Source: an optimization exercise on an open RTL-to-GDS flow (aim: a short achievable clock period and few clock cycles). Production flows keep margins and buffers that such runs may drop. Where RTL was checked, it was by simulation tests only, not by an equivalence proof against the original. Function not checked in runs 2 to 4: the RTL went through the layout flow alone. Power figures rest on the tool's default switching activity, not on a simulated workload.

**flow/constraint.sdc**
```tcl
create_clock -name core_clock -period 15.0 [get_ports {clk}]
set_input_delay 3.0000 -clock core_clock [delete_from_list [all_inputs] [get_ports {clk}]]
set_output_delay 3.0000 -clock core_clock [all_outputs]
set_load 0.01 [all_outputs]
```
**flow/design.v**
```verilog
module Mips(
	input clk,
	input rst,
	output[31:0] imem_addr,
	input[31:0] imem_data,
	output[17:0] SRAM_ADDR,
	output[15:0] SRAM_WDATA,
	input[15:0] SRAM_RDATA,
	output SRAM_WE_N
);
localparam CIB = 6;               
localparam NCS = 1 << CIB;        
localparam CTB = 16 - CIB;        
localparam SBB = 2;               
localparam SBD = 1 << SBB;        
localparam [1:0] S_IDLE = 2'd0, S_ISSHI = 2'd1, S_CAPLO = 2'd2, S_CAPHI = 2'd3;
reg [31:0] pcf;
reg [31:0] ia_q;          
reg [15:0] btb_v;
reg [25:0] btb_tag [0:15];
reg [29:0] btb_tgt [0:15];
reg [1:0]  btb_ctr [0:15];
reg        v2;
reg [31:0] pc2, seq2;
reg        bh2, pt2;
reg [1:0]  bc2;
reg        vS;
reg [31:0] irS, pcS, seqS;
reg [31:0] opA_S, opB_S;
reg        bWA_S, bWB_S;
reg        bhS, ptS;
reg [1:0]  bcS;
reg        vD;
reg [31:0] irD, pcD, seqD;
reg        bhD, ptD;
reg [1:0]  bcD;
reg [31:0] opA_D, opB_D;
reg        bWA_D, bWB_D;   
reg [31:0] rf [1:31];
reg [31:1] rfv;           
reg        vE;
reg [31:0] A_E, B_E, T_E;
reg        aW_E, bW_E, tW_E;
reg [4:0]  rsE, rtE;
reg        uA_E, uB_E, uT_E;
reg [15:0] wE;
reg        cvE, heldMiss, specE;
reg [CTB-1:0] ctgE;
reg [31:0] cdE;
reg [4:0]  destE;
reg        weE, ldE, stE, bezE, bneE, jmpE, subE;
reg        cAdd_E, cAnd_E, cOr_E, cNor_E, cXor_E, cSll_E, cSra_E, cSrl_E;
reg        guessE, nzE;
reg [31:0] tgtE, seqE, pcE;
reg        bhE;
reg [1:0]  bcE;
reg [1:0]  mst;
reg        lbV, lbWe, lbFill, lbRdy;
reg [4:0]  lbDest;
reg [15:0] lbW;
reg [15:0] lo_cap;
reg [31:0] dataL;
reg        bu_v, bu_w;
reg [3:0]  bu_i;
reg [25:0] bu_tag;
reg [29:0] bu_tgt;
reg [1:0]  bu_ctr;
reg        weW, fillW;
reg [31:0] dataW;
reg [4:0]  destW;
reg [15:0] waW;
reg [NCS-1:0]     cval;
reg [NCS*CTB-1:0] ctagF;
reg [NCS*32-1:0]  cdatF;
reg [15:0] sb_a [0:SBD-1];
reg [31:0] sb_d [0:SBD-1];
reg [SBB-1:0] sb_h, sb_t;
reg [SBB:0]   sb_n;
reg        sb_ph;
reg [17:0] sa;
reg [15:0] sw;
reg        swe_n;
assign imem_addr = ia_q;
assign SRAM_ADDR = sa;
assign SRAM_WDATA = sw;
assign SRAM_WE_N = swe_n;
wire [3:0]  fi = pcf[5:2];
wire        bhit = btb_v[fi] && (btb_tag[fi] == pcf[31:6]);
wire [1:0]  bctr = btb_ctr[fi];
wire        bpt = bhit && bctr[1];
wire [31:0] pcf4 = pcf + 32'd4;
wire [31:0] npc = bpt ? {btb_tgt[fi], 2'b00} : pcf4;
wire [4:0] rsN = imem_data[25:21];
wire [4:0] rtN = imem_data[20:16];
wire [4:0] rsS = irS[25:21];
wire [4:0] rtS = irS[20:16];
wire [31:0] rfA_S = bWA_S ? dataW : opA_S;
wire [31:0] rfB_S = bWB_S ? dataW : opB_S;
wire [31:0] rdA_N = (rsN == 5'd0) ? 32'd0 : (weW && destW == rsN) ? dataW : rfv[rsN] ? rf[rsN] : 32'd0;
wire [31:0] rdB_N = (rtN == 5'd0) ? 32'd0 : (weW && destW == rtN) ? dataW : rfv[rtN] ? rf[rtN] : 32'd0;
wire [5:0] opF = imem_data[31:26];
wire isBezF = (opF == 6'd40);
wire isBneF = (opF == 6'd41);
wire stTakenF = imem_data[15] || (isBezF && rsN == 5'd0) || (isBneF && rsN != rtN);
wire rdF_fire = v2 && !pt2 && ((opF == 6'd42) ||
                ((isBezF || isBneF) && stTakenF && !bh2 && imem_data[15:0] != 16'd0));
wire [31:0] tgtF = seq2 + {{14{imem_data[15]}}, imem_data[15:0], 2'b00};
wire ptF = pt2 || rdF_fire;
wire [5:0] opD = irD[31:26];
wire [4:0] rsD = irD[25:21];
wire [4:0] rtD = irD[20:16];
wire [4:0] rdD = irD[15:11];
wire [31:0] sxD = {{16{irD[15]}}, irD[15:0]};
wire isRD   = (opD == 6'd1) || (opD == 6'd3) || (opD == 6'd5) || (opD == 6'd6) || (opD == 6'd7) ||
              (opD == 6'd8) || (opD == 6'd9) || (opD == 6'd10) || (opD == 6'd11) || (opD == 6'd12);
wire isAddiD = (opD == 6'd32);
wire isSubiD = (opD == 6'd33);
wire isLdD  = (opD == 6'd36);
wire isStD  = (opD == 6'd37);
wire isBezD = (opD == 6'd40);
wire isBneD = (opD == 6'd41);
wire isJmpD = (opD == 6'd42);
wire useA_D = isRD | isAddiD | isSubiD | isBezD | isBneD;    
wire useB_D = isRD | isBneD;                                 
wire [4:0] destD = isRD ? rdD : rtD;
wire weD = (isRD | isAddiD | isSubiD | isLdD) && (destD != 5'd0);
wire [31:0] tgtD = seqD + {sxD[29:0], 2'b00};
wire [31:0] rfA = bWA_D ? dataW : opA_D;
wire [31:0] rfB = bWB_D ? dataW : opB_D;
wire [17:0] ofsD = sxD[17:0] - 18'd1024;
wire [17:0] eaD = rfA[17:0] + ofsD;
wire [15:0] wD = eaD[17:2];
wire [CIB-1:0] ciD = wD[CIB-1:0];
wire hazD = (isLdD || isStD) &&
            ((vE && weE && rsD == destE) || (lbV && lbWe && rsD == lbDest));
wire [31:0] Af = aW_E ? dataW : A_E;
wire [31:0] Bf = bW_E ? dataW : B_E;
wire [31:0] Tf = tW_E ? dataW : T_E;
wire [31:0] sumE = Af + (subE ? ~Bf : Bf) + {31'd0, subE};
wire big = |Bf[31:5];
wire [4:0] sh = Bf[4:0];
wire [31:0] sllE = big ? 32'd0 : (Af << sh);
wire [31:0] srE = $signed({cSra_E & Af[31], Af}) >>> (big ? 6'd32 : {1'b0, sh});
wire [31:0] aluE = ({32{cAdd_E}} & sumE) |
                   ({32{cAnd_E}} & (Af & Bf)) |
                   ({32{cOr_E}}  & (Af | Bf)) |
                   ({32{cNor_E}} & ~(Af | Bf)) |
                   ({32{cXor_E}} & (Af ^ Bf)) |
                   ({32{cSll_E}} & sllE) |
                   ({32{cSra_E | cSrl_E}} & srE);
wire sboard = vE && lbV && lbWe &&
              ((uA_E && rsE == lbDest) || ((uB_E || uT_E) && rtE == lbDest));
wire takenE = jmpE | (bezE & (Af == 32'd0)) | (bneE & (Af != Bf));
wire mispE = vE && (bezE || bneE) && nzE && !sboard && (takenE != guessE);
wire [31:0] redirE = takenE ? tgtE : seqE;
wire ldEv = vE && ldE;
wire stEv = vE && stE;
wire [CIB-1:0] ciE = wE[CIB-1:0];
wire [CTB-1:0] ctE = wE[15:CIB];
wire chit = cvE && !heldMiss && (ctgE == ctE);
wire sb_full = (sb_n == SBD);
wire sb_empty = (sb_n == 0);
reg sbmatch;
integer k;
always @(*) begin
	sbmatch = 1'b0;
	for (k = 0; k < SBD; k = k + 1)
		if (((k - sb_h) & (SBD - 1)) < sb_n && sb_a[k] == wE) sbmatch = 1'b1;
end
wire ldMiss = ldEv && !chit;
wire ldAlloc = ldMiss && !sbmatch && (!lbV || lbRdy || mst == S_CAPHI);
wire st_wr = stEv && !sb_full && !sboard;
wire stallE = (ldMiss && !ldAlloc) || (stEv && sb_full) || sboard;
wire advE = !stallE;
wire e2w = vE && advE && weE && !ldMiss;
wire capNow = (mst == S_CAPHI);
wire lbToW = lbV && (lbRdy || capNow) && !e2w;
wire wn_we = e2w || (lbToW && lbWe);
wire [4:0] wn_dest = e2w ? destE : lbDest;
wire cbyS = st_wr && ciE == ciD;
wire cbyF = fillW && waW[CIB-1:0] == ciD;
reg           crvR;
reg [CTB-1:0] crtR;
reg [31:0]    crdR;
integer j;
always @(*) begin
	crvR = 1'b0;
	crtR = {CTB{1'b0}};
	crdR = 32'd0;
	for (j = 0; j < NCS; j = j + 1) begin
		crvR = crvR | ((ciD == j) & cval[j]);
		crtR = crtR | ({CTB{ciD == j}} & ctagF[j*CTB +: CTB]);
		crdR = crdR | ({32{ciD == j}} & cdatF[j*32 +: 32]);
	end
end
wire          crvD = cbyS | cbyF | crvR;
wire [CTB-1:0] crtD = cbyS ? ctE : cbyF ? waW[15:CIB] : crtR;
wire [31:0]   crdD = cbyS ? Tf : cbyF ? dataW : crdR;
wire p_hi = (mst == S_ISSHI);
wire p_new = ldAlloc;
wire spec_go;
wire sb_go = !(p_hi || p_new || spec_go) && !sb_empty;
wire sb_deq = sb_go && sb_ph;
wire sb_enq = st_wr;
reg [1:0] mst_n;
always @(*) begin
	mst_n = mst;
	case (mst)
		S_ISSHI: mst_n = S_CAPLO;
		S_CAPLO: mst_n = S_CAPHI;
		default: mst_n = S_IDLE;
	endcase
	if (ldAlloc) mst_n = specE ? S_CAPLO : S_ISSHI;
end
wire accD = !vD || (advE && !hazD);
wire fetch_ok = accD || (!vS && !v2);
wire goD = vD && advE && !hazD && !mispE;    
assign spec_go = vD && isLdD && !hazD && advE && !p_hi && !p_new;
wire [31:0] pcf_n = mispE ? redirE : rdF_fire ? tgtF : fetch_ok ? npc : pcf;
integer i;
always @(posedge clk) begin
	if (rst)
		ia_q <= 32'd0;
	else
		ia_q <= pcf_n;
end
always @(posedge clk or posedge rst) begin
	if (rst) begin
		pcf <= 32'd0;
		v2 <= 1'b0;
		vS <= 1'b0;
		vD <= 1'b0;
		ptD <= 1'b0;
	end else begin
		pcf <= pcf_n;
		v2 <= !mispE && !rdF_fire && fetch_ok;
		if (mispE)
			vS <= 1'b0;
		else if (accD)
			vS <= vS & v2;
		else if (v2)
			vS <= 1'b1;
		if (mispE)
			vD <= 1'b0;
		else if (accD) begin
			if (vS) begin
				vD <= 1'b1;
				ptD <= ptS;
			end else begin
				vD <= v2;
				ptD <= ptF;
			end
		end
	end
end
always @(posedge clk) begin
	if (fetch_ok) begin
		pc2 <= pcf;
		seq2 <= pcf4;
		bh2 <= bhit;
		bc2 <= bctr;
		pt2 <= bpt;
	end
	if ((accD && vS) || (!accD && v2)) begin
		irS <= imem_data; pcS <= pc2; seqS <= seq2; bhS <= bh2; bcS <= bc2; ptS <= ptF;
		opA_S <= rdA_N;
		opB_S <= rdB_N;
		bWA_S <= wn_we && wn_dest == rsN;
		bWB_S <= wn_we && wn_dest == rtN;
	end else begin
		opA_S <= rfA_S;
		opB_S <= rfB_S;
		bWA_S <= wn_we && wn_dest == rsS;
		bWB_S <= wn_we && wn_dest == rtS;
	end
	if (accD && vS) begin
		opA_D <= rfA_S;
		opB_D <= rfB_S;
		bWA_D <= wn_we && wn_dest == rsS;
		bWB_D <= wn_we && wn_dest == rtS;
	end else if (accD) begin
		opA_D <= rdA_N;
		opB_D <= rdB_N;
		bWA_D <= wn_we && wn_dest == rsN;
		bWB_D <= wn_we && wn_dest == rtN;
	end else begin
		opA_D <= rfA;
		opB_D <= rfB;
		bWA_D <= wn_we && wn_dest == rsD;
		bWB_D <= wn_we && wn_dest == rtD;
	end
	if (accD) begin
		if (vS) begin
			irD <= irS; pcD <= pcS; seqD <= seqS; bhD <= bhS; bcD <= bcS;
		end else begin
			irD <= imem_data; pcD <= pc2; seqD <= seq2; bhD <= bh2; bcD <= bc2;
		end
	end
end
always @(posedge clk or posedge rst) begin
	if (rst)
		btb_v <= 16'd0;
	else if (bu_v && bu_w)
		btb_v[bu_i] <= 1'b1;
end
always @(posedge clk) begin
	if (bu_v && bu_w) begin
		btb_tag[bu_i] <= bu_tag;
		btb_tgt[bu_i] <= bu_tgt;
		btb_ctr[bu_i] <= bu_ctr;
	end
end
always @(posedge clk or posedge rst) begin
	if (rst)
		bu_v <= 1'b0;
	else
		bu_v <= vE && (bezE || bneE || jmpE) && advE;
end
always @(posedge clk) begin
	bu_i <= pcE[5:2];
	bu_tag <= pcE[31:6];
	bu_tgt <= tgtE[31:2];
	bu_w <= bhE || takenE;
	bu_ctr <= !bhE ? 2'd2 :
	          takenE ? ((bcE == 2'd3) ? 2'd3 : bcE + 2'd1) :
	                   ((bcE == 2'd0) ? 2'd0 : bcE - 2'd1);
end
always @(posedge clk or posedge rst) begin
	if (rst)
		rfv <= 31'd0;
	else if (weW)
		rfv[destW] <= 1'b1;
end
always @(posedge clk) begin
	if (weW)
		rf[destW] <= dataW;
end
always @(posedge clk or posedge rst) begin
	if (rst)
		vE <= 1'b0;
	else if (advE)
		vE <= goD;
end
always @(posedge clk) begin
	if (advE) begin
		A_E <= rfA;
		B_E <= useB_D ? rfB : sxD;
		T_E <= rfB;
		aW_E <= wn_we && wn_dest == rsD;
		bW_E <= useB_D && wn_we && wn_dest == rtD;
		tW_E <= wn_we && wn_dest == rtD;
		rsE <= rsD;
		rtE <= rtD;
		uA_E <= useA_D;
		uB_E <= useB_D;
		uT_E <= isStD;
		wE <= wD;
		specE <= spec_go;
		heldMiss <= 1'b0;
		destE <= destD;
		weE <= weD;
		ldE <= isLdD;
		stE <= isStD;
		bezE <= isBezD;
		bneE <= isBneD;
		jmpE <= isJmpD;
		subE <= (opD == 6'd3) || isSubiD;
		cAdd_E <= (opD == 6'd1) || (opD == 6'd3) || isAddiD || isSubiD;
		cAnd_E <= (opD == 6'd5);
		cOr_E <= (opD == 6'd6);
		cNor_E <= (opD == 6'd7);
		cXor_E <= (opD == 6'd8);
		cSll_E <= (opD == 6'd9) || (opD == 6'd10);
		cSra_E <= (opD == 6'd11);
		cSrl_E <= (opD == 6'd12);
		guessE <= ptD;
		nzE <= (irD[15:0] != 16'd0);
		tgtE <= tgtD;
		seqE <= seqD;
		pcE <= pcD;
		bhE <= bhD;
		bcE <= bcD;
	end else begin
		A_E <= Af;
		B_E <= Bf;
		T_E <= Tf;
		aW_E <= wn_we && wn_dest == rsE;
		bW_E <= uB_E && wn_we && wn_dest == rtE;
		tW_E <= wn_we && wn_dest == rtE;
		specE <= 1'b0;
		heldMiss <= ldMiss;
		if (mispE) guessE <= takenE;
	end
	cvE <= crvD;
	ctgE <= crtD;
	cdE <= crdD;
end
always @(posedge clk or posedge rst) begin
	if (rst) begin
		mst <= S_IDLE;
		lbV <= 1'b0;
		lbRdy <= 1'b0;
	end else begin
		mst <= mst_n;
		if (ldAlloc) begin
			lbV <= 1'b1;
			lbRdy <= 1'b0;
		end else if (lbToW) begin
			lbV <= 1'b0;
			lbRdy <= 1'b0;
		end else if (capNow)
			lbRdy <= 1'b1;
	end
end
always @(posedge clk) begin
	if (mst == S_CAPLO) lo_cap <= SRAM_RDATA;
	if (capNow) dataL <= {SRAM_RDATA, lo_cap};
	if (ldAlloc) begin
		lbDest <= destE;
		lbWe <= weE;
		lbW <= wE;
		lbFill <= 1'b1;
	end else begin
		if (e2w && destE == lbDest) lbWe <= 1'b0;
		if (st_wr && ciE == lbW[CIB-1:0]) lbFill <= 1'b0;
	end
end
always @(posedge clk or posedge rst) begin
	if (rst) begin
		weW <= 1'b0;
		fillW <= 1'b0;
	end else begin
		weW <= wn_we;
		fillW <= lbToW && lbFill && !(st_wr && ciE == lbW[CIB-1:0]);
	end
end
always @(posedge clk) begin
	dataW <= e2w ? (ldE ? cdE : aluE) : lbRdy ? dataL : {SRAM_RDATA, lo_cap};
	destW <= wn_dest;
	waW <= lbW;
end
always @(posedge clk or posedge rst) begin
	if (rst)
		cval <= {NCS{1'b0}};
	else begin
		if (fillW) cval[waW[CIB-1:0]] <= 1'b1;
		if (sb_enq) cval[ciE] <= 1'b1;
	end
end
always @(posedge clk) begin
	for (j = 0; j < NCS; j = j + 1) begin
		if (sb_enq && ciE == j) begin
			ctagF[j*CTB +: CTB] <= ctE;
			cdatF[j*32 +: 32] <= Tf;
		end else if (fillW && waW[CIB-1:0] == j) begin
			ctagF[j*CTB +: CTB] <= waW[15:CIB];
			cdatF[j*32 +: 32] <= dataW;
		end
	end
end
always @(posedge clk or posedge rst) begin
	if (rst) begin
		sb_h <= {SBB{1'b0}};
		sb_t <= {SBB{1'b0}};
		sb_n <= {(SBB+1){1'b0}};
		sb_ph <= 1'b0;
		swe_n <= 1'b1;
		sa <= 18'd0;
	end else begin
		if (sb_enq) sb_t <= sb_t + 1'b1;
		if (sb_deq) sb_h <= sb_h + 1'b1;
		sb_n <= sb_n + {{SBB{1'b0}}, sb_enq} - {{SBB{1'b0}}, sb_deq};
		if (sb_go) sb_ph <= ~sb_ph;
		swe_n <= !sb_go;
		if (p_hi) sa <= {1'b0, lbW, 1'b1};
		else if (p_new) sa <= {1'b0, wE, specE};
		else if (spec_go) sa <= {1'b0, wD, 1'b0};
		else if (sb_go) sa <= {1'b0, sb_a[sb_h], sb_ph};
	end
end
always @(posedge clk) begin
	if (sb_enq) begin
		sb_a[sb_t] <= wE;
		sb_d[sb_t] <= Tf;
	end
	sw <= sb_ph ? sb_d[sb_h][31:16] : sb_d[sb_h][15:0];    
end
endmodule
```
**flow/flow/run.sh**
```bash
#!/bin/bash
# Standard ORFS layout (the standard.sh), with timing repair aimed well
# below the 15 ns clock: repair_timing keeps working until the setup slack
# reaches SETUP_SLACK_MARGIN (10.5 ns, i.e. a 4.5 ns clock).
export SETUP_SLACK_MARGIN=10.5
bash standard.sh > standard.log 2>&1
```
**flow/standard.sh**
```bash
#!/bin/bash
# synth_recipe.tcl (not shown) runs the flow's synth.tcl, then flattens the netlist and writes it again
# the make line also repeats each setting of config.mk as NAME=value (left out here)
make -C /OpenROAD-flow-scripts/flow DESIGN_CONFIG=/design/flow/config.mk WORK_HOME=/design/flow/orfs CLKGATE_MAP_FILE= SYNTH_SCRIPT=/design/flow/synth_recipe.tcl "${@:-finish}"
```
**flow/config.mk**
```make
export PLATFORM = sky130hd
export DESIGN_NAME = Mips
export DESIGN_NICKNAME = Mips
export VERILOG_FILES = /design/flow/design.v
export SDC_FILE = /design/flow/constraint.sdc
export NUM_CORES = 8
export LEC_CHECK = 0
export ABC_CLOCK_PERIOD_IN_PS = 4500
export CAP_MARGIN = 20
export CORE_MARGIN = 2
export CORE_UTILIZATION = 40
export SLEW_MARGIN = 40
```
==> results.yml, run 1 <==
critical_path:
  critPathMaxFanout: 7
  worstReg2RegEnd: "cdE[13]"
  cp_data_arrival_time_ps: 6720
  worstPathRequired_ps: 16010
  r2r_cells: 18
  start_kind: "flip-flop"
  crit_path_end_kind: "flip-flop"
  reg2reg_setup_slack_ps: 9280
  r2r_start: "bWA_D"
  crit_type: "reg -> reg"
timing:
  finalSetupViolCount: 0
  rsz0062_at_grt: "true"
  relSlewSlack: 0.2767
  setup_ws_ps: 9283
  drv_slew: 0
  clock_skew_ps: 131.3
  hold_violations: 0
  fin_crit_sh: 0.3811
  worst_slew_pin_slew_ps: 1084
  setup_tns_ps: 0
  timing.fmax_mhz: 174.9
  layout_min_cycle_time_ps: 5717
  hold_ws_ps: 326.9
min_path:
  hold_end: "bu_i[0]"
  hold_path.startpoint: "pcE[2]"
  worstHoldPathType: "reg -> reg"
  hold_depth: 0
finish:
  layout_commonest_cell: "edfxtp_1"
  areaGrowthSynthToFinish_pct: 21.03
  layout-drive-gt1-share: 0.2613
  final_cell_count_no_fill: 31180
  final_util: 0.4851
  most-common-layout-cells: "5,276 x edfxtp_1, 2,052 x nor2_1, 2,052 x a21oi_1"
  fillers: 58130
  nets: 21750
synth:
  synth_edf_count: 5276
  synthesis.area_um2: 274300
  synth_xor_area_frac: 0.01132
  synth-simple-area-share: 0.07273
  syn_nets: 21250
  yosys_warnings: 1
  synthMuxAreaShare: 0.1251
  ys_async_sr_fraction: 0.03069
  synthFlopType: "edfxtp_1"
  synth_top_family_by_area: "multiplexers"
  avgSynthCellArea_um2: 13.07
  syn-instance-count: 20980
  synth_cell_types: 110
  synth-adder-area-share: 0.01031
  synth-compound-area-share: 0.1208
  seq_area_frac_synth: 0.6263
  synth_seq_cells: 5898
  synth_top_area_share: 0.5776
  synthTopCellsByArea: "edfxtp_1 58%, mux4_2 6.3%, a21oi_1 3.9%"
  yosys.area.top_type: "edfxtp_1"
floorplan:
  ios: 117
  rows: 304
  design.core.area_um2: 684300
  die_h_um: 832.1
  start_util: 0.4008
  dieWidth_um: 832.1
  die-area_um2: 692400
placed_design:
  post-dp-hpwl_um: 709300
  io_buffer_count: 115
  gp_congestion: 0.9932
  numPlacedInstances: 28890
  pre_cts_slack_ps: 7643
global_routing:
  overflow: 0
  track_usage: 0.3582
  grt_antenna_before_repair: 120
  grt_pass1_vias: 196800
  grt_pass1_wl_um: 1711000
  grt_max_degree: 91
clock_network:
  numCtsBuffers: 612
  cts.sinks: 5898
  clock_path_buffers: 4
  cts_htree_levels: 6
  cts_root_buf: "clkbuf_16"
  cts_tree: "built"
  path_clk_slew_ps: 60
  clkLatencyLatePin_ps: 1190
route:
  wl_per_cell_um: 42.08
  vias_per_cell: 7.046
  ant_nets: 0
  drtPass1Iterations: 22
  drtIter0Drc: 46910
  num_vias: 219700
  wirelength_um: 1312000
  drc: 0
status:
  outcome: "no timing/DRC/antenna violations"
pwr:
  p_per_area_nw_per_um2: 199.8
  ir_drop_uv: 169.0
  p_leak_nw: 113.7
run:
  maxCapViolCount: 0
[critical path, cell delays in order, from the launching register on]
cell and delay (ps):
dfxtp_4 370, buf_12 160, mux2i_4 280, inv_1 160, ha_4 250, inv_1 220
nor4_1 120, a211o_1 380, o21ai_4 260, buf_12 150, buf_16 120, a21boi_4 90
buf_12 160, buf_12 120, a22oi_2 180, nand4_1 700, or4_4 890, o31ai_4 790
o21ai_4 160
[worst max-delay path by stage]
stage | startpoint | endpoint | slack, ps | cells after the start
final | bWA_D | cdE[13] | 9280 | 18
after global routing | bWA_D | cdE[13] | 9520 | 18
after CTS | imem_data[22] | opA_D[3] | 10100 | 15
after detailed placement | bWA_D | cdE[23] | 7640 | 16
after global placement | bWA_D | cdE[23] | 7100 | 16
after floorplan | imem_data[16] | opB_D[13] | 8980 | 17
[cell families after synthesis]
| group | Yosys count |
|---|---|
| flip-flops | 5898 |
| AO/OA/AOI/OAI | 5242 |
| AND/OR/NAND/NOR | 4580 |
| multiplexers | 2356 |
| buffers and inverters | 2335 |
| XOR/XNOR | 345 |
| adder cells (fa/ha/maj) | 224 |
| other | 1 |
[synth_stat cells (all sizes together), types with 49 or more instances]
cell / instances
edfxtp: 5276
nor2: 2166
a21oi: 2129
clkbuf: 1409
nand2: 1229
o21ai: 854
mux2: 843
mux4: 771
a22oi: 763
mux2i: 742
buf: 676
dfxtp: 441
nand3: 249
inv: 242
ha: 218
nand4: 212
a221oi: 199
dfrtp: 180
xnor2: 180
nor3: 167
xor2: 159
a22o: 155
a222oi: 144
nor4: 134
o22ai: 132
o211ai: 91
a211oi: 89
and2: 88
o31ai: 78
and3: 75
a31oi: 67
a32o: 55
a21o: 52
a2111oi: 51
o21a: 51
o21bai: 49
or3: 49
[state kept, by name (all words and copies together), names as in the netlist, 64 cells and up]
| name | flops |
|---|---|
| sb_d | 128 |
| sb_a | 64 |
| btb_tgt | 480 |
| cval | 64 |
| rf | 992 |
| cdatF | 2048 |
| ctagF | 640 |
| btb_tag | 416 |
[area by class of cell]
| cell class | instances | area [µm²] | share of cell area |
|---|---|---|---|
| Sequential cell | 5898 | 172100 | 0.5184 |
| Multi-Input combinational cell | 12770 | 102800 | 0.3096 |
| Timing Repair Buffer | 1941 | 24120 | 0.07265 |
| Clock buffer | 826 | 16970 | 0.05112 |
| Tap cell | 9027 | 11290 | 0.03402 |
| Clock inverter | 309 | 3259 | 0.009818 |
| Inverter | 250 | 1060 | 0.003192 |
| Antenna cell | 153 | 382.9 | 0.001153 |
| Timing Repair inverter | 3 | 26.28 | 0.00007915 |
[power breakdown]
group	internal, W	total [W]	switching, W
clock	0.00877	0.0157	0.00693
sequential	0.0211	0.0231	0.00196
combinational	0.00927	0.0276	0.0183
total	0.0392	0.0663	0.0272
[stage by stage]
stage / power, W / area [µm²]
finish: 0.06634 / 332000
detailed placement: 0.04432 / 290100
floorplan: 0.03420 / 275400
CTS: 0.06297 / 325600
global route: 0.06696 / 331700
global placement: 0.04381 / 288200
[per-layer routing]
| metal | up-vias | track usage | part of all wire |
|---|---|---|---|
| li1 | 82040 | - | - |
| met4 | 86 | 0.2676 | 0.10 |
| met2 | 23000 | 0.4885 | 0.40 |
| met5 | - | 0.01405 | 0.0013 |
| met3 | 6330 | 0.1624 | 0.17 |
| met1 | 108200 | 0.4423 | 0.33 |
[repair_timing]
action / 4_1_cts / 5_1_grt
cloned: 116 / 34
hold buffers: 0 / 0
endpoints found under the setup margin: 3960 / 1427
setup buffers: 585 / 240
endpoints found under the hold margin: 0 / 0
pin swaps: 397 / 359
resized for setup: 1880 / 593
Testbench counts, summed over its fixed seeds: cycles 66,883.
==> run 2: changes to the inputs <==
--- a/flow/design.v
+++ b/flow/design.v
@@ -10,3 +10,3 @@
 );
-localparam CIB = 6;               
+localparam CIB = 4;               
 localparam NCS = 1 << CIB;        
@@ -28,2 +28,3 @@
 reg [31:0] irS, pcS, seqS;
+reg [9:0]  pdS;
 reg [31:0] opA_S, opB_S;
@@ -34,2 +35,3 @@
 reg [31:0] irD, pcD, seqD;
+reg [9:0]  pdD;
 reg        bhD, ptD;
@@ -38,2 +40,3 @@
 reg        bWA_D, bWB_D;   
+reg        eA_r, eB_r;     
 reg [31:0] rf [1:31];
@@ -62,2 +65,9 @@
 reg [31:0] dataL;
+localparam PFK = 15;
+reg        pfV;
+reg [3:0]  pfCnt;
+reg [15:0] pfW, pfFA;
+reg        pf_s1, pf_s2, pf_s3, pfDataV, pfCancel;
+reg [15:0] pf_lo;
+reg [31:0] pfData;
 reg        bu_v, bu_w;
@@ -92,2 +102,20 @@
 wire [31:0] npc = bpt ? {btb_tgt[fi], 2'b00} : pcf4;
+function [9:0] predec(input [31:0] w);
+	reg [5:0] op;
+	begin
+		op = w[31:26];
+		predec[0] = (op == 6'd1) || (op == 6'd3) || (op == 6'd5) || (op == 6'd6) || (op == 6'd7) ||
+		            (op == 6'd8) || (op == 6'd9) || (op == 6'd10) || (op == 6'd11) || (op == 6'd12);
+		predec[1] = (op == 6'd32);
+		predec[2] = (op == 6'd33);
+		predec[3] = (op == 6'd36);
+		predec[4] = (op == 6'd37);
+		predec[5] = (op == 6'd40);
+		predec[6] = (op == 6'd41);
+		predec[7] = (op == 6'd42);
+		predec[8] = (w[15:0] != 16'd0);
+		predec[9] = (w[25:21] == w[20:16]);
+	end
+endfunction
+wire [9:0] pdN = predec(imem_data);
 wire [4:0] rsN = imem_data[25:21];
@@ -113,11 +141,12 @@
 wire [31:0] sxD = {{16{irD[15]}}, irD[15:0]};
-wire isRD   = (opD == 6'd1) || (opD == 6'd3) || (opD == 6'd5) || (opD == 6'd6) || (opD == 6'd7) ||
-              (opD == 6'd8) || (opD == 6'd9) || (opD == 6'd10) || (opD == 6'd11) || (opD == 6'd12);
-wire isAddiD = (opD == 6'd32);
-wire isSubiD = (opD == 6'd33);
-wire isLdD  = (opD == 6'd36);
-wire isStD  = (opD == 6'd37);
-wire isBezD = (opD == 6'd40);
-wire isBneD = (opD == 6'd41);
-wire isJmpD = (opD == 6'd42);
+wire isRD    = pdD[0];
+wire isAddiD = pdD[1];
+wire isSubiD = pdD[2];
+wire isLdD   = pdD[3];
+wire isStD   = pdD[4];
+wire isBezD  = pdD[5];
+wire isBneD  = pdD[6];
+wire isJmpD  = pdD[7];
+wire nzD     = pdD[8];      
+wire sameD   = pdD[9];      
 wire useA_D = isRD | isAddiD | isSubiD | isBezD | isBneD;    
@@ -180,3 +209,11 @@
 wire cbyS = st_wr && ciE == ciD;
-wire cbyF = fillW && waW[CIB-1:0] == ciD;
+wire fill_we = fillW || pfDataV;
+wire [15:0] fill_a = fillW ? waW : pfFA;
+wire [31:0] fill_d = fillW ? dataW : pfData;
+wire cbyF = fill_we && fill_a[CIB-1:0] == ciD;
+wire [CIB-1:0] pI = rfA[CIB+1:2] ^ sxD[CIB+1:2];
+wire [CIB-1:0] gI = rfA[CIB+1:2] & sxD[CIB+1:2];
+wire c2I = (rfA[1] & sxD[1]) | ((rfA[1] ^ sxD[1]) & rfA[0] & sxD[0]);
+reg [NCS-1:0] selD;
+reg [CIB-1:0] jv, cyI;
 reg           crvR;
@@ -190,5 +227,8 @@
 	for (j = 0; j < NCS; j = j + 1) begin
-		crvR = crvR | ((ciD == j) & cval[j]);
-		crtR = crtR | ({CTB{ciD == j}} & ctagF[j*CTB +: CTB]);
-		crdR = crdR | ({32{ciD == j}} & cdatF[j*32 +: 32]);
+		jv = j;
+		cyI = gI | (pI & ~jv);
+		selD[j] = ((pI ^ jv) == {cyI[CIB-2:0], c2I});
+		crvR = crvR | (selD[j] & cval[j]);
+		crtR = crtR | ({CTB{selD[j]}} & ctagF[j*CTB +: CTB]);
+		crdR = crdR | ({32{selD[j]}} & cdatF[j*32 +: 32]);
 	end
@@ -196,4 +236,4 @@
 wire          crvD = cbyS | cbyF | crvR;
-wire [CTB-1:0] crtD = cbyS ? ctE : cbyF ? waW[15:CIB] : crtR;
-wire [31:0]   crdD = cbyS ? Tf : cbyF ? dataW : crdR;
+wire [CTB-1:0] crtD = cbyS ? ctE : cbyF ? fill_a[15:CIB] : crtR;
+wire [31:0]   crdD = cbyS ? Tf : cbyF ? fill_d : crdR;
 wire p_hi = (mst == S_ISSHI);
@@ -203,2 +243,15 @@
 wire sb_deq = sb_go && sb_ph;
+wire pf_free = !(p_hi || p_new || spec_go || sb_go);
+reg pfSbMatch;
+always @(*) begin
+	pfSbMatch = 1'b0;
+	for (k = 0; k < SBD; k = k + 1)
+		if (((k - sb_h) & (SBD - 1)) < sb_n && sb_a[k] == pfW) pfSbMatch = 1'b1;
+end
+wire pf_idle = !pf_s1 && !pf_s2 && !pf_s3 && !pfDataV;
+wire pf_try = pfV && pfCnt != 4'd0 && pf_idle;
+wire pf_lo_go = pf_try && !pfSbMatch && pf_free;
+wire pf_skip = pf_try && pfSbMatch;
+wire pf_hi_go = pf_s1 && pf_free;
+wire pf_kill = st_wr && wE == pfFA;      
 wire sb_enq = st_wr;
@@ -215,12 +268,44 @@
 wire accD = !vD || (advE && !hazD);
-wire fetch_ok = accD || (!vS && !v2);
+wire fetch_ok = !rst && (accD || (!vS && !v2));
 wire goD = vD && advE && !hazD && !mispE;    
+wire brD = (isBezD || isBneD) && nzD;
+wire bneSame = isBneD && sameD;                       
+wire eA = eA_r;                  
+wire eB = eB_r && isBneD;        
+wire useE = (eA || eB) && !bneSame;
+wire lbHazB = lbV && lbWe && (rsD == lbDest || (isBneD && rtD == lbDest));
+wire eAdd = cAdd_E;
+wire eLog = cAnd_E | cOr_E | cNor_E | cXor_E;
+wire eLd = ldE && chit;
+wire [31:0] xD = isBezD ? 32'd0 : (eA ? rfB : rfA);   
+wire [31:0] bxE = subE ? ~Bf : Bf;
+wire [31:0] ppE = Af ^ bxE;
+wire [31:0] ggE = Af & bxE;
+wire [31:0] cyE = ggE | (ppE & ~xD);
+wire eqAdd = ((ppE ^ xD) == {cyE[30:0], subE});
+wire [31:0] logE = ({32{cAnd_E}} & (Af & Bf)) | ({32{cOr_E}} & (Af | Bf)) |
+                   ({32{cNor_E}} & ~(Af | Bf)) | ({32{cXor_E}} & (Af ^ Bf));
+wire eqLog = (logE == xD);
+wire eqLd = (cdE == xD);
+wire eqE = eAdd ? eqAdd : eLog ? eqLog : eqLd;
+wire eqR = isBezD ? (rfA == 32'd0) : (rfA == rfB);
+wire eqD = bneSame | (useE ? eqE : eqR);
+wire takenD = isBezD ? eqD : !eqD;
+wire resD = brD && goD && !lbHazB && (!useE || eAdd || eLog || eLd);
+wire mispD = resD && (takenD != ptD);
 assign spec_go = vD && isLdD && !hazD && advE && !p_hi && !p_new;
-wire [31:0] pcf_n = mispE ? redirE : rdF_fire ? tgtF : fetch_ok ? npc : pcf;
+wire [31:0] pcf_n = mispE ? redirE : mispD ? (takenD ? tgtD : seqD) : rdF_fire ? tgtF : fetch_ok ? npc : pcf;
 integer i;
+always @(posedge clk)
+	ia_q <= pcf_n;
+wire [4:0] rsNew = vS ? rsS : rsN;
+wire [4:0] rtNew = vS ? rtS : rtN;
 always @(posedge clk) begin
-	if (rst)
-		ia_q <= 32'd0;
-	else
-		ia_q <= pcf_n;
+	if (advE) begin
+		eA_r <= goD && weD && destD == rsNew;
+		eB_r <= goD && weD && destD == rtNew;
+	end else if (accD) begin
+		eA_r <= vE && weE && destE == rsNew;
+		eB_r <= vE && weE && destE == rtNew;
+	end
 end
@@ -235,4 +320,4 @@
 		pcf <= pcf_n;
-		v2 <= !mispE && !rdF_fire && fetch_ok;
-		if (mispE)
+		v2 <= !mispE && !mispD && !rdF_fire && fetch_ok;
+		if (mispE || mispD)
 			vS <= 1'b0;
@@ -245,3 +330,5 @@
 		else if (accD) begin
-			if (vS) begin
+			if (mispD)
+				vD <= 1'b0;
+			else if (vS) begin
 				vD <= 1'b1;
@@ -264,3 +351,3 @@
 	if ((accD && vS) || (!accD && v2)) begin
-		irS <= imem_data; pcS <= pc2; seqS <= seq2; bhS <= bh2; bcS <= bc2; ptS <= ptF;
+		irS <= imem_data; pdS <= pdN; pcS <= pc2; seqS <= seq2; bhS <= bh2; bcS <= bc2; ptS <= ptF;
 		opA_S <= rdA_N;
@@ -293,5 +380,5 @@
 		if (vS) begin
-			irD <= irS; pcD <= pcS; seqD <= seqS; bhD <= bhS; bcD <= bcS;
+			irD <= irS; pdD <= pdS; pcD <= pcS; seqD <= seqS; bhD <= bhS; bcD <= bcS;
 		end else begin
-			irD <= imem_data; pcD <= pc2; seqD <= seq2; bhD <= bh2; bcD <= bc2;
+			irD <= imem_data; pdD <= pdN; pcD <= pc2; seqD <= seq2; bhD <= bh2; bcD <= bc2;
 		end
@@ -375,4 +462,4 @@
 		cSrl_E <= (opD == 6'd12);
-		guessE <= ptD;
-		nzE <= (irD[15:0] != 16'd0);
+		guessE <= resD ? takenD : ptD;
+		nzE <= nzD;
 		tgtE <= tgtD;
@@ -442,2 +529,36 @@
 always @(posedge clk or posedge rst) begin
+	if (rst) begin
+		pfV <= 1'b0;
+		pf_s1 <= 1'b0;
+		pf_s2 <= 1'b0;
+		pf_s3 <= 1'b0;
+		pfDataV <= 1'b0;
+	end else begin
+		if (ldAlloc) pfV <= 1'b1;
+		pf_s1 <= pf_lo_go;
+		pf_s2 <= pf_hi_go;
+		pf_s3 <= pf_s2;
+		if (pf_s3)
+			pfDataV <= !pfCancel && !pf_kill;
+		else if (!fillW || pf_kill)
+			pfDataV <= 1'b0;
+	end
+end
+always @(posedge clk) begin
+	if (ldAlloc) begin
+		pfW <= wE + 16'd1;
+		pfCnt <= PFK;
+	end else if (pf_hi_go || pf_skip) begin
+		pfW <= pfW + 16'd1;
+		pfCnt <= pfCnt - 4'd1;
+	end
+	if (pf_lo_go) begin
+		pfFA <= pfW;
+		pfCancel <= 1'b0;
+	end else if (pf_kill)
+		pfCancel <= 1'b1;
+	if (pf_s2) pf_lo <= SRAM_RDATA;
+	if (pf_s3) pfData <= {SRAM_RDATA, pf_lo};
+end
+always @(posedge clk or posedge rst) begin
 	if (rst)
@@ -445,3 +566,3 @@
 	else begin
-		if (fillW) cval[waW[CIB-1:0]] <= 1'b1;
+		if (fill_we) cval[fill_a[CIB-1:0]] <= 1'b1;
 		if (sb_enq) cval[ciE] <= 1'b1;
@@ -454,5 +575,5 @@
 			cdatF[j*32 +: 32] <= Tf;
-		end else if (fillW && waW[CIB-1:0] == j) begin
-			ctagF[j*CTB +: CTB] <= waW[15:CIB];
-			cdatF[j*32 +: 32] <= dataW;
+		end else if (fill_we && fill_a[CIB-1:0] == j) begin
+			ctagF[j*CTB +: CTB] <= fill_a[15:CIB];
+			cdatF[j*32 +: 32] <= fill_d;
 		end
@@ -478,2 +599,4 @@
 		else if (sb_go) sa <= {1'b0, sb_a[sb_h], sb_ph};
+		else if (pf_lo_go) sa <= {1'b0, pfW, 1'b0};
+		else if (pf_hi_go) sa <= {1'b0, pfFA, 1'b1};
 	end
==> flow/flow/run.sh (replaced) <==
#!/bin/bash
# Standard ORFS layout (the standard.sh), with timing repair aimed well
# below the 15 ns clock: repair_timing keeps working until the setup slack
# reaches SETUP_SLACK_MARGIN (10.6 ns below the 15 ns clock).
export SETUP_SLACK_MARGIN=10.6
bash standard.sh > standard.log 2>&1
==> run 2 against run 1 <==
Sequential share of layout area fell by 0.30 points; sequential cell count shrank 1918; final cell count fell by 34%; setup slack better by 860 ps; clock-buffer cell count fell by 269; design area decreased by 33%; core utilization down 0.90 points; critical path depth is 1 lower; non-clock buffer count is 1014 lower; wire length fell by 47%; maximum frequency up 18%; register-to-register slack improved by 860 ps; largest power group is now registers.
==> results.yml, run 2 <==
route:
  vias_per_cell: 6.345
  ant_nets: 0
  num_vias: 129600
  wirelength_um: 698700
  wl_per_cell_um: 34.20
  drtPass1Iterations: 8
  drc: 0
  drtIter0Drc: 19230
timing:
  finalSetupViolCount: 0
  hold_violations: 0
  layout_min_cycle_time_ps: 4853
  setup_ws_ps: 10150
  rsz0062_at_grt: "true"
  timing.fmax_mhz: 206.1
  relSlewSlack: 0.3348
  drv_slew: 0
  setup_tns_ps: 0
  fin_crit_sh: 0.3235
  clock_skew_ps: 126.9
  worst_slew_pin_slew_ps: 970.0
  hold_ws_ps: 327.1
run:
  maxCapViolCount: 0
clock_network:
  clock_path_buffers: 4
  cts_htree_levels: 5
  cts_tree: "built"
  path_clk_slew_ps: 60
  cts.sinks: 3980
  numCtsBuffers: 415
  cts_root_buf: "clkbuf_16"
  clkLatencyLatePin_ps: 1090
finish:
  regArea_um2: 114600
  most-common-layout-cells: "3,394 x edfxtp_1, 1,289 x nor2_1, 1,153 x a21oi_1"
  largest-register: "rf"
  layout-drive-gt1-share: 0.2408
  nets: 14150
  largestRegisters: "rf (992), cdatF (512), btb_tgt (480)"
  areaGrowthSynthToFinish_pct: 18.68
  fillers: 39980
  largest_reg_flops: 992
  multi_input_area_um2: 72760
  design_area_um2: 222400
  final_util: 0.4762
  layout_commonest_cell: "edfxtp_1"
global_routing:
  grt_antenna_before_repair: 33
  grt_pass1_vias: 123400
  grt_pass1_wl_um: 964100
  overflow: 0
  grt_max_degree: 95
  track_usage: 0.2864
placed_design:
  post-dp-hpwl_um: 403400
  io_buffer_count: 115
  pre_cts_slack_ps: 7109
  placed_area_um2: 197600
  gp_congestion: 1.038
critical_path:
  cp_data_arrival_time_ps: 5680
  start_kind: "flip-flop"
  crit_path_end_kind: "flip-flop"
  critPathMaxFanout: 11
  cpMostUsedCell: "buf_12"
  slowest_stage: "dfxtp_4"
  r2r_cells: 17
  crit_type: "reg -> reg"
  max_stage_delay_ps: 450
  crit_chain: "buf_12 -> mux2i_1 -> buf_4 -> clkinvlp_4 -> ha_1 -> a221oi_4 -> a21oi_1 -> nor3_2 -> nand4_1 -> nor4_2 -> o21ai_4 -> xor2_4 -> buf_12 -> nand3b_1 -> inv_2 -> a222oi_1 -> o21ai_2"
  worstPathRequired_ps: 15830
min_path:
  worstHoldPathType: "reg -> reg"
  hold_depth: 0
synth:
  seq_area_frac_synth: 0.6103
  synth_top_area_share: 0.5440
  post-synth-top-count-cell: "edfxtp_1"
  synth_seq_cells: 3980
  syn_nets: 13850
  synthFlopType: "edfxtp_1"
  synthTopCellsByCount: "3,394 x edfxtp_1, 1,352 x nor2_1, 1,183 x a21oi_1"
  synth_cell_types: 97
  yosys.area.top_type: "edfxtp_1"
  syn-instance-count: 13540
  yosys_warnings: 1
  synthTopCellsByArea: "edfxtp_1 54%, mux4_2 10%, dfxtp_1 4.8%"
  avgSynthCellArea_um2: 13.84
  ys_async_sr_fraction: 0.03467
  synth_edf_count: 3394
  synthesis.area_um2: 187400
pwr:
  p_per_area_nw_per_um2: 146.7
  ir_drop_uv: 209.6
  p_leak_nw: 77.32
floorplan:
  ios: 117
  dieWidth_um: 688.4
  die-area_um2: 473900
  design.core.area_um2: 467000
  rows: 251
  start_util: 0.4012
  die_h_um: 688.4
status:
  outcome: "no timing/DRC/antenna violations"
==> run 2: cell types whose count changed after synthesis, sizes merged, moves of 439 or more <==
cell	change
edfxtp	-1882
a22oi	-439
a21oi	-945
o21ai	-482
nand2	-697
mux2	-652
nor2	-814
clkbuf	-639
==> run 2: cell type report <==
type | count | area share
sequential | 3980 | 0.5153
multi-input combinational | 8208 | 0.3272
timing repair buffer | 927 | 0.05307
clock buffer | 557 | 0.05154
tap | 6198 | 0.03488
clock inverter | 230 | 0.01189
inverter | 311 | 0.005835
antenna | 21 | 0.0002363
==> run 2: metal layers <==
metal / track usage / vias to the layer above / wire length, µm
met5: 0.007347 / - / 862
met4: 0.1481 / 28 / 43580
met3: 0.06555 / 1826 / 78630
met2: 0.4417 / 8492 / 313500
met1: 0.3786 / 66250 / 262200
li1: - / 53050 / -
==> run 2: path summary, 6_finish.rpt <==
check	startpoint	endpoint	slack [ps]
min in group asynchronous	rst	pcf[30]	2750
hold reg to reg	pcE[27]	bu_tag[21]	330
hold / removal	pcE[27]	bu_tag[21]	330
max in group asynchronous	rst	swe_n	10960
setup / recovery	aW_E	ia_q[29]	10150
setup reg to reg	aW_E	ia_q[29]	10150
==> run 2: metrics by stage <==
stage | instances | total power [W]
2_1_floorplan | 13540 | 0.01797
3_3_place_gp | 19230 | 0.02085
3_5_place_dp | 19240 | 0.02093
4_1_cts | 20340 | 0.03236
5_1_grt | 20410 | 0.03349
6_report | 20430 | 0.03263
==> run 2: worst max-delay path, delay by kind of cell, from the launching register on <==
kind / cells / cell delay, ps
adders and majority gates: 1 / 280
DFF: 1 / 450
muxes: 1 / 200
AOI/OAI and AO/OA: 5 / 1310
and+or+nand+nor: 4 / 1120
buffers and inverters: 5 / 1020
xor gates and xnor gates: 1 / 240
==> run 2: logic make-up (layout without fill, tap and decap cells) <==
logic type               Yosys count  in the layout  synth area share
flip-flops                      3980           3980            0.6103
AND/OR/NAND/NOR                 2779           2785           0.06596
AO/OA/AOI/OAI                   2772           2772           0.09404
multiplexers                    1785           1788            0.1539
buffers and inverters           1357           2025           0.02870
XOR/XNOR                         602            602           0.02822
adder cells (fa/ha/maj)          260            260           0.01887
other                              1             22        0.00002001
==> run 2: where the power goes <==
group | switching [W] | internal, W | total [W]
sequential | 0.00109 | 0.0134 | 0.0145
clock | 0.00462 | 0.00611 | 0.0107
combinational | 0.00454 | 0.00289 | 0.00743
total | 0.0103 | 0.0224 | 0.0326
==> run 2: timing repair <==
item                                    4_1_cts  5_1_grt
endpoints found under the setup margin      937      606
resized for setup                          1324      238
hold buffers                                  0        0
buffers inserted                            221       61
gates cloned                                 92       10
pin swaps                                   164       72
==> run 3: changes to the inputs <==
==> flow/flow/run.sh (replaced) <==
#!/bin/bash
# Standard ORFS layout (the standard.sh), with timing repair aimed well
# below the 15 ns clock: repair_timing keeps working until the setup slack
# reaches SETUP_SLACK_MARGIN (10.2 ns below the 15 ns clock).
export SETUP_SLACK_MARGIN=10.2
bash standard.sh > standard.log 2>&1
==> run 3 against run 2 <==
Setup slack got worse by 44 ps; power decreased by 1.5%; final cell count decreased by 0.55%; hold slack improved by 13 ps; core utilization decreased by 0.75 points; combinational power decreased by 4.0%; design area decreased by 1.6%; clock skew decreased by 4.5 ps; register-to-register slack got worse by 40 ps; critical endpoint unchanged.
==> results.yml, run 3 <==
status:
  outcome: "no timing/DRC/antenna violations"
timing:
  timing.fmax_mhz: 204.2
  relSlewSlack: 0.3553
  setup_tns_ps: 0
  clock_skew_ps: 122.4
  rsz0062_at_grt: "true"
  drv_slew: 0
  hold_violations: 0
  worst_slew_pin_slew_ps: 948.3
  fin_crit_sh: 0.3265
  finalSetupViolCount: 0
  layout_min_cycle_time_ps: 4897
  hold_ws_ps: 340.6
synth:
  post-synth-top-count-cell: "edfxtp_1"
  yosys_warnings: 1
  synthTopCellsByCount: "3,394 x edfxtp_1, 1,352 x nor2_1, 1,183 x a21oi_1"
  ys_async_sr_fraction: 0.03467
  seq_area_frac_synth: 0.6103
  synthTopCellsByArea: "edfxtp_1 54%, mux4_2 10%, dfxtp_1 4.8%"
  synth_edf_count: 3394
  avgSynthCellArea_um2: 13.84
  synth_seq_cells: 3980
  yosys.area.top_type: "edfxtp_1"
  synth_top_area_share: 0.5440
  synthesis.area_um2: 187400
  synthFlopType: "edfxtp_1"
  syn_nets: 13850
  syn-instance-count: 13540
  synth_cell_types: 97
critical_path:
  start_kind: "flip-flop"
  cp_data_arrival_time_ps: 5810
  critPathMaxFanout: 8
  worstPathRequired_ps: 15910
  crit_path_end_kind: "flip-flop"
  crit_type: "reg -> reg"
route:
  drc: 0
  wirelength_um: 688200
  drtIter0Drc: 19270
  drtPass1Iterations: 7
  num_vias: 128600
  wl_per_cell_um: 33.87
  ant_nets: 0
  vias_per_cell: 6.331
clock_network:
  cts_root_buf: "clkbuf_16"
  clock_path_buffers: 4
  cts.sinks: 3980
  numCtsBuffers: 417
  cts_tree: "built"
  cts_htree_levels: 5
  path_clk_slew_ps: 60
  clkLatencyLatePin_ps: 1070
pwr:
  p_leak_nw: 75.99
  pwr-share-clk: 0.332
  p_per_area_nw_per_um2: 146.9
  seqPwrFrac: 0.446
  ir_drop_uv: 138.0
  power_frac_comb: 0.222
  p_int_w: 0.02202
  power.switching_w: 0.01012
  switching_share: 0.3148
finish:
  largestRegisters: "rf (992), cdatF (512), btb_tgt (480)"
  layout-drive-gt1-share: 0.2180
  areaGrowthSynthToFinish_pct: 16.81
  final_util: 0.4687
  largest_reg_flops: 992
  most-common-layout-cells: "3,394 x edfxtp_1, 1,300 x nor2_1, 1,170 x a21oi_1"
  design_area_um2: 218900
  largest-register: "rf"
  nets: 14050
  layout_commonest_cell: "edfxtp_1"
  fillers: 40270
floorplan:
  ios: 117
  die-area_um2: 473900
  rows: 251
  die_h_um: 688.4
  design.core.area_um2: 467000
  dieWidth_um: 688.4
  start_util: 0.4012
global_routing:
  grt_pass1_vias: 122300
  grt_pass1_wl_um: 946600
  overflow: 0
  grt_max_degree: 90
  track_usage: 0.2799
  grt_antenna_before_repair: 51
placed_design:
  io_buffer_count: 115
  gp_congestion: 0.9780
  placed_area_um2: 198000
  post-dp-hpwl_um: 410500
run:
  maxCapViolCount: 0
min_path:
  worstHoldPathType: "reg -> reg"
run 3: cell types whose count changed in the layout (fill, tap and decap cells not counted), sizes merged, moves of 2 or more:
cell           delta
inv               +3
clkbuf           +21
clkinvlp         -12
clkinv            -5
buf             -169
clkdlybuf4s50     +4
clkdlybuf4s15    +25
dlygate4sd2      +31
bufbuf            -9
diode             -2
bufinv            -2
dlymetal6s2s      +2
run 3: path summary, 6_finish.rpt:
path                       startpoint         end  slack [ps]  cells past startpoint
min in group asynchronous         rst     pcf[31]        2630                      2
max                              eA_r    ia_q[29]       10100                     17
max reg2reg                      eA_r    ia_q[29]       10100                     17
max in group asynchronous         rst     sb_h[1]       10370                      5
min                           pcE[22]  bu_tag[16]         340                      0
min reg2reg                   pcE[22]  bu_tag[16]         340                      0
run 3: metal layers:
layer / GRT usage / up-vias / routed length, µm
li1: - / 52810 / -
met4: 0.1314 / 12 / 37670
met3: 0.05592 / 1601 / 76860
met5: 0 / - / 79
met1: 0.3789 / 65870 / 262000
met2: 0.4346 / 8339 / 311600
run 3: cells by family (layout without fill, tap and decap cells):
logic type | count (synthesis) | in the layout | synth area share
AOI/OAI and AO/OA | 2772 | 2772 | 0.09404
xor gates and xnor gates | 602 | 602 | 0.02822
adders and majority gates | 260 | 260 | 0.01887
buffers and inverters | 1357 | 1914 | 0.02870
DFF | 3980 | 3980 | 0.6103
muxes | 1785 | 1787 | 0.1539
other | 1 | 20 | 0.00002001
and+or+nand+nor | 2779 | 2786 | 0.06596
run 3: metrics by stage:
stage | worst slack, ps | power, W | instances
CTS | 10200 | 0.03190 | 20170
finish | 10100 | 0.03214 | 20320
global route | 10030 | 0.03300 | 20310
detailed placement | 7003 | 0.02102 | 19250
floorplan | 9128 | 0.01798 | 13540
global placement | 6759 | 0.02094 | 19230
run 3: power by group through the flow:
stage | Clock [W] | Combinational [W] | Sequential (W)
2_1_floorplan | 0 | 0.00385 | 0.0141
3_3_place_gp | 0 | 0.00644 | 0.0145
3_5_place_dp | 0 | 0.00650 | 0.0145
4_1_cts | 0.0108 | 0.00682 | 0.0143
5_1_grt | 0.0112 | 0.00744 | 0.0144
6_report | 0.0107 | 0.00713 | 0.0143
run 3: layout make-up:
cell class,count,area [µm²],share of cell area
flip-flops and latches,3980,114500,0.5232
inverters,311,1272,0.005814
repair buffers,821,9533,0.04356
clock inverters,214,2565,0.01172
well taps,6198,7755,0.03543
diodes,19,47.55,0.0002172
clock buffers,568,11460,0.05234
multi-input cells,8208,71720,0.3277
run 3: worst max-delay path: stages, from the launching register on:
cell and delay (ps):
edfxtp_1 460, buf_12 180, mux2_8 440, a2111oi_4 380
buf_4 220, fa_1 430, xor2_2 280, nand4_1 200
nor4_4 410, nand2_1 150, o21ai_2 220, o21ai_4 150
xor2_4 240, buf_12 170, nand3b_1 160, inv_2 60
a222oi_1 430, o21ai_1 180
run 3: what timing repair did:
| item | CTS | global route |
|---|---|---|
| pin swaps | 50 | 78 |
| setup buffers | 93 | 102 |
| setup endpoints to repair | 543 | 304 |
| endpoints found under the hold margin | 0 | 0 |
| hold buffers | 0 | 0 |
| cloned | 44 | 26 |
| gates resized for setup | 639 | 223 |
==> run 4: changes to the inputs <==
==> flow/flow/run.sh (replaced) <==
#!/bin/bash
# Standard ORFS layout (the standard.sh), with timing repair aimed well
# below the 15 ns clock: repair_timing keeps working until the setup slack
# reaches SETUP_SLACK_MARGIN (10.6 ns below the 15 ns clock).
export SETUP_SLACK_MARGIN=10.6
bash standard.sh > standard.log 2>&1
--- a/flow/config.mk
+++ b/flow/config.mk
@@ -7,3 +7,3 @@
 export LEC_CHECK = 0
-export ABC_CLOCK_PERIOD_IN_PS = 4500
+export ABC_CLOCK_PERIOD_IN_PS = 3000
 export CAP_MARGIN = 20
==> run 4 against run 3 <==
Sequential power is essentially flat; combinational power grew 4.2%; synthesized cell count is the same; critical path depth is the same; power grew 1.5%; final cell count grew 0.56%; non-clock buffer count grew 106; sequential share of layout area shrank 0.79 points; hold slack lost 13 ps; synthesized area is the same; setup slack gained 44 ps; critical path type unchanged; largest power group unchanged.
==> results.yml, run 4 <==
synth:
  ys_async_sr_fraction: 0.03467
  synthFlopType: "edfxtp_1"
  synthesis.area_um2: 187400
  yosys.area.top_type: "edfxtp_1"
  synth_edf_count: 3394
  syn-instance-count: 13540
  seq_area_frac_synth: 0.6103
  synth_top_area_share: 0.5440
  synth_seq_cells: 3980
  synth_cell_types: 97
  avgSynthCellArea_um2: 13.84
  yosys_warnings: 1
  syn_nets: 13850
  synthTopCellsByCount: "3,394 x edfxtp_1, 1,352 x nor2_1, 1,183 x a21oi_1"
  synthTopCellsByArea: "edfxtp_1 54%, mux4_2 10%, dfxtp_1 4.8%"
  post-synth-top-count-cell: "edfxtp_1"
floorplan:
  rows: 251
  start_util: 0.4012
  dieWidth_um: 688.4
  ios: 117
  design.core.area_um2: 467000
  die-area_um2: 473900
  die_h_um: 688.4
timing:
  layout_min_cycle_time_ps: 4853
  rsz0062_at_grt: "true"
  setup_ws_ps: 10150
  relSlewSlack: 0.3348
  drv_slew: 0
  timing.fmax_mhz: 206.1
  worst_slew_pin_slew_ps: 970.0
  finalSetupViolCount: 0
  hold_ws_ps: 327.1
  setup_tns_ps: 0
  hold_violations: 0
  fin_crit_sh: 0.3235
  clock_skew_ps: 126.9
placed_design:
  numPlacedInstances: 19240
  pre_cts_slack_ps: 7109
  gp_congestion: 1.038
  io_buffer_count: 115
  post-dp-hpwl_um: 403400
critical_path:
  worstPathRequired_ps: 15830
  max_stage_delay_ps: 450
  crit_chain: "buf_12 -> mux2i_1 -> buf_4 -> clkinvlp_4 -> ha_1 -> a221oi_4 -> a21oi_1 -> nor3_2 -> nand4_1 -> nor4_2 -> o21ai_4 -> xor2_4 -> buf_12 -> nand3b_1 -> inv_2 -> a222oi_1 -> o21ai_2"
  cp_num_cells: 17
  r2r_cells: 17
  start_kind: "flip-flop"
  cpMostUsedCell: "buf_12"
  reg2reg_setup_slack_ps: 10150
  cp_data_arrival_time_ps: 5680
  crit_buf_inv: 5
  crit_family: "compound AO/OA/AOI/OAI gates"
  r2r_start: "aW_E"
  slowest_stage: "dfxtp_4"
  crit_path_end_kind: "flip-flop"
  worstReg2RegEnd: "ia_q[29]"
  critPathMaxFanout: 11
  crit_type: "reg -> reg"
pwr:
  p_int_w: 0.02238
  ir_drop_uv: 209.6
  p_leak_nw: 77.32
  switching_share: 0.3142
  p_per_area_nw_per_um2: 146.7
  seqPwrFrac: 0.443
  pwr-share-clk: 0.329
  power_frac_comb: 0.228
  power.switching_w: 0.01025
finish:
  largest-register: "rf"
  final_cell_count_no_fill: 20430
  layout-drive-gt1-share: 0.2408
  largestRegisters: "rf (992), cdatF (512), btb_tgt (480)"
  most-common-layout-cells: "3,394 x edfxtp_1, 1,289 x nor2_1, 1,153 x a21oi_1"
  fillers: 39980
  final_util: 0.4762
  nets: 14150
  layout_commonest_cell: "edfxtp_1"
  areaGrowthSynthToFinish_pct: 18.68
  largest_reg_flops: 992
clock_network:
  cts_root_buf: "clkbuf_16"
  path_clk_slew_ps: 60
  cts.sinks: 3980
  cts_htree_levels: 5
  clock_path_buffers: 4
  cts_hold_buffers: 0
  clkLatencyLatePin_ps: 1090
  cts_tree: "built"
  numCtsBuffers: 415
route:
  wl_per_cell_um: 34.20
  drc: 0
  ant_nets: 0
  num_vias: 129600
  vias_per_cell: 6.345
  drtIter0Drc: 19230
  drtPass1Iterations: 8
  wirelength_um: 698700
min_path:
  worstHoldPathType: "reg -> reg"
  hold_end: "bu_tag[21]"
  hold_path.startpoint: "pcE[27]"
  hold_depth: 0
run:
  maxCapViolCount: 0
global_routing:
  grt_pass1_vias: 123400
  grt_pass1_wl_um: 964100
  grt_antenna_before_repair: 33
  grt_max_degree: 95
  track_usage: 0.2864
  overflow: 0
status:
  outcome: "no timing/DRC/antenna violations"
[run 4: cell types whose count changed in the layout (fill, tap and decap cells not counted), moves of 23 or more]
cell	previous run	this run
buf_12	49	89
buf_16	48	88
buf_6	97	162
dfxtp_1	389	366
dlygate4sd2_1	37	6
mux2i_4	44	68
[run 4: what timing repair did]
action	in CTS	in global routing
pin swaps	164	72
resized for setup	1324	238
setup endpoints to repair	937	606
gates cloned	92	10
setup buffers	221	61
[run 4: area by class of cell]
class | count | area, µm² | share of cell area
clock inverter | 230 | 2644 | 0.01189
antenna | 21 | 52.55 | 0.0002363
clock buffer | 557 | 11460 | 0.05154
timing repair buffer | 927 | 11800 | 0.05307
tap | 6198 | 7755 | 0.03488
sequential | 3980 | 114600 | 0.5153
multi-input combinational | 8208 | 72760 | 0.3272
inverter | 311 | 1297 | 0.005835
[run 4: how the worst max path moves through the flow]
stage | from | to | slack [ps]
after floorplan | imem_data[22] | opA_D[3] | 9180
after global placement | imem_data[21] | opA_D[18] | 6660
after detailed placement | imem_data[16] | opB_D[12] | 7110
after CTS | imem_data[15] | pcf[31] | 10240
after global routing | eA_r | pcf[29] | 10080
final | aW_E | ia_q[29] | 10150
[run 4: cells by family (layout without fill, tap and decap cells)]
kind of cell | after synthesis | in the layout | synth area share
AOI/OAI and AO/OA | 2772 | 2772 | 0.09404
adders and majority gates | 260 | 260 | 0.01887
DFF | 3980 | 3980 | 0.6103
xor gates and xnor gates | 602 | 602 | 0.02822
other | 1 | 22 | 0.00002001
buffers and inverters | 1357 | 2025 | 0.02870
and+or+nand+nor | 2779 | 2785 | 0.06596
muxes | 1785 | 1788 | 0.1539
[run 4: power groups by stage]
| stage | clock network, W | logic (W) | registers, W |
|---|---|---|---|
| floorplan | 0 | 0.00384 | 0.0141 |
| global placement | 0 | 0.00618 | 0.0147 |
| detailed placement | 0 | 0.00624 | 0.0147 |
| CTS | 0.0108 | 0.00713 | 0.0144 |
| global route | 0.0112 | 0.00776 | 0.0145 |
| finish | 0.0107 | 0.00743 | 0.0145 |
[run 4: stage by stage]
step                      instance area (µm²)  power [W]
after floorplan                        188300    0.01797
after global placement                 196900    0.02085
after detailed placement               197600    0.02093
after CTS                              220500    0.03236
after global routing                   222300    0.03349
final                                  222400    0.03263
[run 4: metal layers]
metal	global-route usage	up-vias	wire, µm
met5	0.007347	-	862
met4	0.1481	28	43580
met3	0.06555	1826	78630
met2	0.4417	8492	313500
met1	0.3786	66250	262200
li1	-	53050	-

[static timing again, ports no longer ideal]
How much do the figures lean on ideal ports? The routed layouts below were timed once more, with nothing changed but the port constraints. Step 1 (the two cells are an assumption about what drives the block):
set clk [get_ports {clk}]
set_driving_cell -lib_cell sky130_fd_sc_hd__clkbuf_16 $clk
set_driving_cell -lib_cell sky130_fd_sc_hd__buf_2 [delete_from_list [all_inputs] $clk]
Step 2 times the ports against the registers' clock, not the clock port: input delays grow and output delays shrink by t, the midpoint of the rising clock arrivals with the driver on. Slacks: ideal / step 1 / step 2; pairs: ideal / step 1.
| run | t, ns | slack for setup (ns) | worst register clock-pin slew, ns |
|---|---|---|---|
| run 1 | 1.242 | 9.283 / 9.283 / 8.655 | 0.07 / 0.07 |
| run 2 | 1.141 | 10.147 / 9.965 / 8.824 | 0.08 / 0.08 |
| run 3 | 1.131 | 10.103 / 9.886 / 8.755 | 0.07 / 0.07 |
| run 4 | 1.141 | 10.147 / 9.965 / 8.824 | 0.08 / 0.08 |
After both steps every run listed still meets setup and hold. The setup slack of run 3, which loses most, moves by -0.217 ns with the drivers and by -1.348 ns with both steps.
